From an optimization exercise on the open Yosys and OpenROAD flow, aimed at small area and a short achievable clock period; shortcuts taken in it are not production practice.
At most, simulation tests tie the RTL to the original design; equivalence was not proved.

Design FP_div, start of the top module:
module FP_div(FP_A, FP_B, clk, ce, FP_Z);
   parameter K = 2;
   input  [31:0] FP_A;
   input  [31:0] FP_B;
   input         clk;
   input         ce;
   output [31:0] FP_Z;
   reg    [31:0] FP_Z;
   wire [24:0]  s1, c1;
   wire [K-1:0] p2_1, p1_1, n1_1, n2_1;
   wire [1:0]   cls1;
   wire         sign1;
   wire [7:0]   exp1;
   wire [3:0]   qk1;
   fp_div_s1 #(K) st1(.FP_A(FP_A), .FP_B(FP_B), .s(s1), .c(c1), .qk(qk1),
                      .p2(p2_1), .p1(p1_1), .n1(n1_1), .n2(n2_1),
                      .cls(cls1), .sign(sign1), .expo(exp1));
   reg [24:0]  s_r, c_r;
   reg [22:0]  y_r;
   reg [K-1:0] p2_r, p1_r, n1_r, n2_r;
   reg [1:0]   cls_r;
   reg         sign_r;
   reg [7:0]   exp_r;
   reg [3:0]   qk_r;
   always @(posedge clk) begin
      if (ce) begin
         qk_r <= qk1;
         s_r <= s1;
         c_r <= c1;
         y_r <= FP_B[22:0];
         p2_r <= p2_1;
         p1_r <= p1_1;
         n1_r <= n1_1;
         n2_r <= n2_1;
         cls_r <= cls1;
         sign_r <= sign1;
         exp_r <= exp1;
      end
   end
   wire [31:0] z;
   fp_div_s2 #(K) st2(.s(s_r), .c(c_r), .qk(qk_r), .y(y_r), .p2(p2_r), .p1(p1_r), .n1(n1_r), .n2(n2_r),
                      .cls(cls_r), .sign(sign_r), .expo(exp_r), .z(z));
   always @(posedge clk)
      if (ce)
         FP_Z <= z;
endmodule
Size: roughly 120 flip-flops, ~36000 sq um of cells after synthesis.
==> module fp_div_s2, before the edit <==
module fp_div_s2(s, c, qk, y, p2, p1, n1, n2, cls, sign, expo, z);
   parameter K = 2;
   input  [24:0]  s, c;
   input  [3:0]   qk;
   input  [22:0]  y;
   input  [K-1:0] p2, p1, n1, n2;
   input  [1:0]   cls;
   input          sign;
   input  [7:0]   expo;
   output [31:0]  z;
   wire [24:0] sr [0:13-K];
   wire [24:0] cr [0:13-K];
   wire [12-K:0] p2_2, p1_2, n1_2, n2_2;
   assign sr[0] = s;
   assign cr[0] = c;
   genvar i;
   assign {p2_2[12-K], p1_2[12-K], n1_2[12-K], n2_2[12-K]} = qk;
   a_s_csa r0(.a({sr[0], 2'b00}), .b({cr[0], 2'b00}), .y(y), .q(qk), .s_out(sr[1]), .c_out(cr[1]));
   generate
      for (i = 1; i < 13 - K; i = i + 1) begin : row
         a_s r(.s_in(sr[i]), .c_in(cr[i]), .y(y),
               .s_out(sr[i+1]), .c_out(cr[i+1]),
               .qp2(p2_2[12-K-i]), .qp1(p1_2[12-K-i]), .qn1(n1_2[12-K-i]), .qn2(n2_2[12-K-i]));
      end
   endgenerate
   wire [12:0] a2 = {p2, p2_2}, a1 = {p1, p1_2}, b1 = {n1, n1_2}, b2 = {n2, n2_2};
   wire [25:0] qp, qn;
   generate
      for (i = 0; i < 13; i = i + 1) begin : dig
         assign qp[2*i+1:2*i] = {a2[i], a1[i]};
         assign qn[2*i+1:2*i] = {b2[i], b1[i]};
      end
   endgenerate
   wire [24:0] w = sr[13-K] + cr[13-K];
   wire [25:0] q0 = qp - qn;
   wire [25:0] q1 = qp - qn + 26'd1;
   wire [22:0] man = w[24] ? q0[23:1] : q1[23:1];
   reg [30:0] zz;
   always @(*) begin
      case (cls)
         2'd3: zz = {8'hff, 23'h400000};
         2'd2: zz = {8'hff, 23'd0};
         2'd1: zz = 31'd0;
         default: zz = {expo, man};
      endcase
   end
   assign z = {sign, zz};
endmodule
clock: 80.0 ns
lec_check: 0
abc_area: 1
cap_margin: 60
core_margin: 2
core_utilization: 45
place_density: 0.6
slew_margin: 60
standard.sh (not shown) runs the stock make flow with config.mk's settings and CLKGATE_MAP_FILE= SYNTH_SCRIPT=/design/flow/synth_recipe.tcl, a recipe that flattens the netlist after the stock synthesis.
==> flow/flow/run.sh <==
#!/bin/bash
# The standard layout, except that synthesis does not extract full and half
# adders into the library's adder cells (ADDER_MAP_FILE empty): the adder
# cells are slow, and they cut the logic into pieces that ABC maps one by one,
# so ABC can not see the real critical paths.  Everything else, including the
# synthesis script, is the standard flow's own.  make's output goes to standard.log; the
# ORFS tools keep their own logs under orfs/logs.
set -euo pipefail
bash standard.sh ADDER_MAP_FILE= finish > standard.log 2>&1
The first run passed the timing, DRC and antenna checks.
==> next run, changes <==
--- a/flow/design.v
+++ b/flow/design.v
@@ -1192,11 +1192,12 @@
          assign qn[2*i+1:2*i] = {b2[i], b1[i]};
       end
    endgenerate
    wire [24:0] w = sr[13-K] + cr[13-K];
-   wire [25:0] q0 = qp - qn;
-   wire [25:0] q1 = qp - qn + 26'd1;
-   wire [22:0] man = w[24] ? q0[23:1] : q1[23:1];
+   wire [25:0] q = qp - qn;
+   wire [22:0] qh = q[23:1];
+   wire [22:0] qh1 = q[23:1] + 23'd1;
+   wire [22:0] man = (q[0] & ~w[24]) ? qh1 : qh;
    reg [30:0] zz;
    always @(*) begin
       case (cls)
          2'd3: zz = {8'hff, 23'h400000};
Effect:
- The new run went through all stages and came out clean
- first-iteration DRC count falls by 2.3%
- global-route usage rose by 0.17 points
- sequential cell count does not change
- final area goes down by 1.1%
- synthesized cell count came out higher by about 0.64%
- final cell count climbs by 0.37%
- worst hold slack is about the same
No functional check of the RTL was part of the second run of this note.

---

Another version of the RTL of FP_div (not shown whole).
Size: roughly 6,300 cells after synthesis, about 120 flip-flops.
==> module a_s_csa, before the edit <==
module a_s_csa(s_in, c_in, y, q, s_out, c_out);
   input  [26:0] s_in;
   input  [26:0] c_in;
   input  [22:0] y;
   input  [3:0]  q;
   output [26:0] s_out;
   output [26:0] c_out;
   wire qp2 = q[3], qp1 = q[2], qn1 = q[1], qn2 = q[0];
   wire [28:0] d1 = {3'b000, 1'b1, y, 2'b00};
   wire [28:0] d2 = {2'b00, 1'b1, y, 3'b000};
   wire [28:0] m = ({29{qp1}} & ~d1) | ({29{qp2}} & ~d2) | ({29{qn1}} & d1) | ({29{qn2}} & d2);
   wire [28:0] a = {s_in, 2'b00};
   wire [28:0] b = {c_in, 1'b0, qp1 | qp2};
   wire [28:0] sum = a ^ b ^ m;
   wire [28:0] cy  = (a & b) | (a & m) | (b & m);
   assign s_out = sum[26:0];
   assign c_out = {cy[25:0], 1'b0};
endmodule
clock: 80.0 ns
lec_check: 0
abc_area: 1
cap_margin: 60
core_margin: 2
core_utilization: 45
place_density: 0.6
slew_margin: 60
Scripts as last shown in full above: flow/flow/run.sh
Then changed:
--- a/flow/design.v
+++ b/flow/design.v
@@ -27,7 +27,7 @@
    wire qp2 = q[3], qp1 = q[2], qn1 = q[1], qn2 = q[0];
    wire [28:0] d1 = {3'b000, 1'b1, y, 2'b00};
    wire [28:0] d2 = {2'b00, 1'b1, y, 3'b000};
-   wire [28:0] m = ({29{qp1}} & ~d1) | ({29{qp2}} & ~d2) | ({29{qn1}} & d1) | ({29{qn2}} & d2);
+   wire [28:0] m = ({29{qp1 | qn1}} & d1 | {29{qp2 | qn2}} & d2) ^ {29{qp1 | qp2}};
    wire [28:0] a = {s_in, 2'b00};
    wire [28:0] b = {c_in, 1'b0, qp1 | qp2};
    wire [28:0] sum = a ^ b ^ m;
Effect: The new run passed the timing, DRC and antenna checks; die area falls by 5.2%; fmax came out lower by about 6%; final area decreases by 4.7%; hold slack hardly moves.
The RTL of the second run of this note was laid out without a check of its function.

---

Another version of the RTL of FP_div (not shown whole).
Size in the first run: ~6200 cells after synthesis, ~120 flip-flops, about 36000 um2 of cells after synthesis.
Settings: LEC_CHECK=0, ABC_AREA=1, CAP_MARGIN=60, CORE_MARGIN=2, CORE_UTILIZATION=55, PLACE_DENSITY=0.7, SLEW_MARGIN=60; clock period 80.0 ns.
Scripts as last shown in full above: flow/flow/run.sh
Rerun with:
--- a/flow/design.v
+++ b/flow/design.v
@@ -1169,33 +1169,37 @@
    input          sign;
    input  [7:0]   expo;
    output [31:0]  z;
-   wire [24:0] sr [0:13-K];
-   wire [24:0] cr [0:13-K];
-   wire [12-K:0] p2_2, p1_2, n1_2, n2_2;
+   wire [24:0] sr [0:12-K];
+   wire [24:0] cr [0:12-K];
+   wire [11-K:0] p2_2, p1_2, n1_2, n2_2;
    assign sr[0] = s;
    assign cr[0] = c;
    genvar i;
-   assign {p2_2[12-K], p1_2[12-K], n1_2[12-K], n2_2[12-K]} = qk;
+   assign {p2_2[11-K], p1_2[11-K], n1_2[11-K], n2_2[11-K]} = qk;
    a_s_csa r0(.a({sr[0], 2'b00}), .b({cr[0], 2'b00}), .y(y), .q(qk), .s_out(sr[1]), .c_out(cr[1]));
    generate
-      for (i = 1; i < 13 - K; i = i + 1) begin : row
+      for (i = 1; i < 12 - K; i = i + 1) begin : row
          a_s r(.s_in(sr[i]), .c_in(cr[i]), .y(y),
                .s_out(sr[i+1]), .c_out(cr[i+1]),
-               .qp2(p2_2[12-K-i]), .qp1(p1_2[12-K-i]), .qn1(n1_2[12-K-i]), .qn2(n2_2[12-K-i]));
+               .qp2(p2_2[11-K-i]), .qp1(p1_2[11-K-i]), .qn1(n1_2[11-K-i]), .qn2(n2_2[11-K-i]));
       end
    endgenerate
-   wire [12:0] a2 = {p2, p2_2}, a1 = {p1, p1_2}, b1 = {n1, n1_2}, b2 = {n2, n2_2};
-   wire [25:0] qp, qn;
+   wire [11:0] a2 = {p2, p2_2}, a1 = {p1, p1_2}, b1 = {n1, n1_2}, b2 = {n2, n2_2};
+   wire [23:0] qp, qn;
    generate
-      for (i = 0; i < 13; i = i + 1) begin : dig
+      for (i = 0; i < 12; i = i + 1) begin : dig
          assign qp[2*i+1:2*i] = {a2[i], a1[i]};
          assign qn[2*i+1:2*i] = {b2[i], b1[i]};
       end
    endgenerate
-   wire [24:0] w = sr[13-K] + cr[13-K];
-   wire [25:0] q0 = qp - qn;
-   wire [25:0] q1 = qp - qn + 26'd1;
-   wire [22:0] man = w[24] ? q0[23:1] : q1[23:1];
+   wire [21:0] q0 = qp[21:0] - qn[21:0];
+   wire [21:0] qm = qp[21:0] - qn[21:0] - 22'd1;
+   wire [26:0] d1 = {3'b000, 1'b1, y};
+   wire [26:0] wmd = {sr[12-K], 2'b00} + {cr[12-K], 2'b00} - d1;
+   wire [26:0] wpd = {sr[12-K], 2'b00} + {cr[12-K], 2'b00} + d1;
+   wire up = ~wmd[26];
+   wire dn = wpd[26];
+   wire [22:0] man = up ? {q0, 1'b1} : dn ? {qm, 1'b1} : {q0, 1'b0};
    reg [30:0] zz;
    always @(*) begin
       case (cls)
Result:
- The new run produced a clean layout
- first-iteration DRC count went up by 5.7%
- final area shrinks by 0.37%
- setup slack degrades by 0.57 ns
- die area falls by 0.85%
- clock-buffer cell count increases by 2
- flip-flop and latch count does not change
- area after synthesis went down by 0.86%
- worst hold slack gains 0.014 ns
- routed wire length is higher by 4.4%
- via count climbs by 1.3%
The RTL of the second run of this note was laid out without a check of its function.

-- afterwards: timing with drivers on the ports --
No port has a modelled driver above. Below, the same layouts with a new extraction and two added sets of constraints.
Step 1 sets driving cells, clkbuf_16 on the clock port and buf_2 on the other inputs (assumed; they add their load-dependent delay and slew).
Step 2, shift: input delay + t, output delay - t, t = (earliest + latest rising clock arrival at the registers) / 2. This alone moves slack from input paths to output paths.
a / b / c = no drivers / after step 1 / after step 2; a / b = the first two.
| run | t (ns) | setup slack, ns | worst setup path at the end |
|---|---|---|---|
| the first run of note 1 | 0.472 | 54.879 / 54.907 / 54.435 | input to register |
| the second run of note 1 | 0.462 | 54.485 / 54.485 / 54.485 | register to register |
| the first run of note 2 | 0.470 | 54.797 / 54.828 / 54.358 | input to register |
| the second run of note 2 | 0.460 | 53.166 / 53.166 / 53.166 | register to register |
| the first run of note 3 | 0.463 | 54.754 / 54.776 / 54.313 | input to register |
| the second run of note 3 | 0.474 | 54.186 / 54.219 / 53.745 | input to register |
After both steps every run listed still meets setup and hold. For the first run of note 1, which loses most, drivers alone change the setup slack by +0.028 ns; drivers and shift together by -0.444 ns.
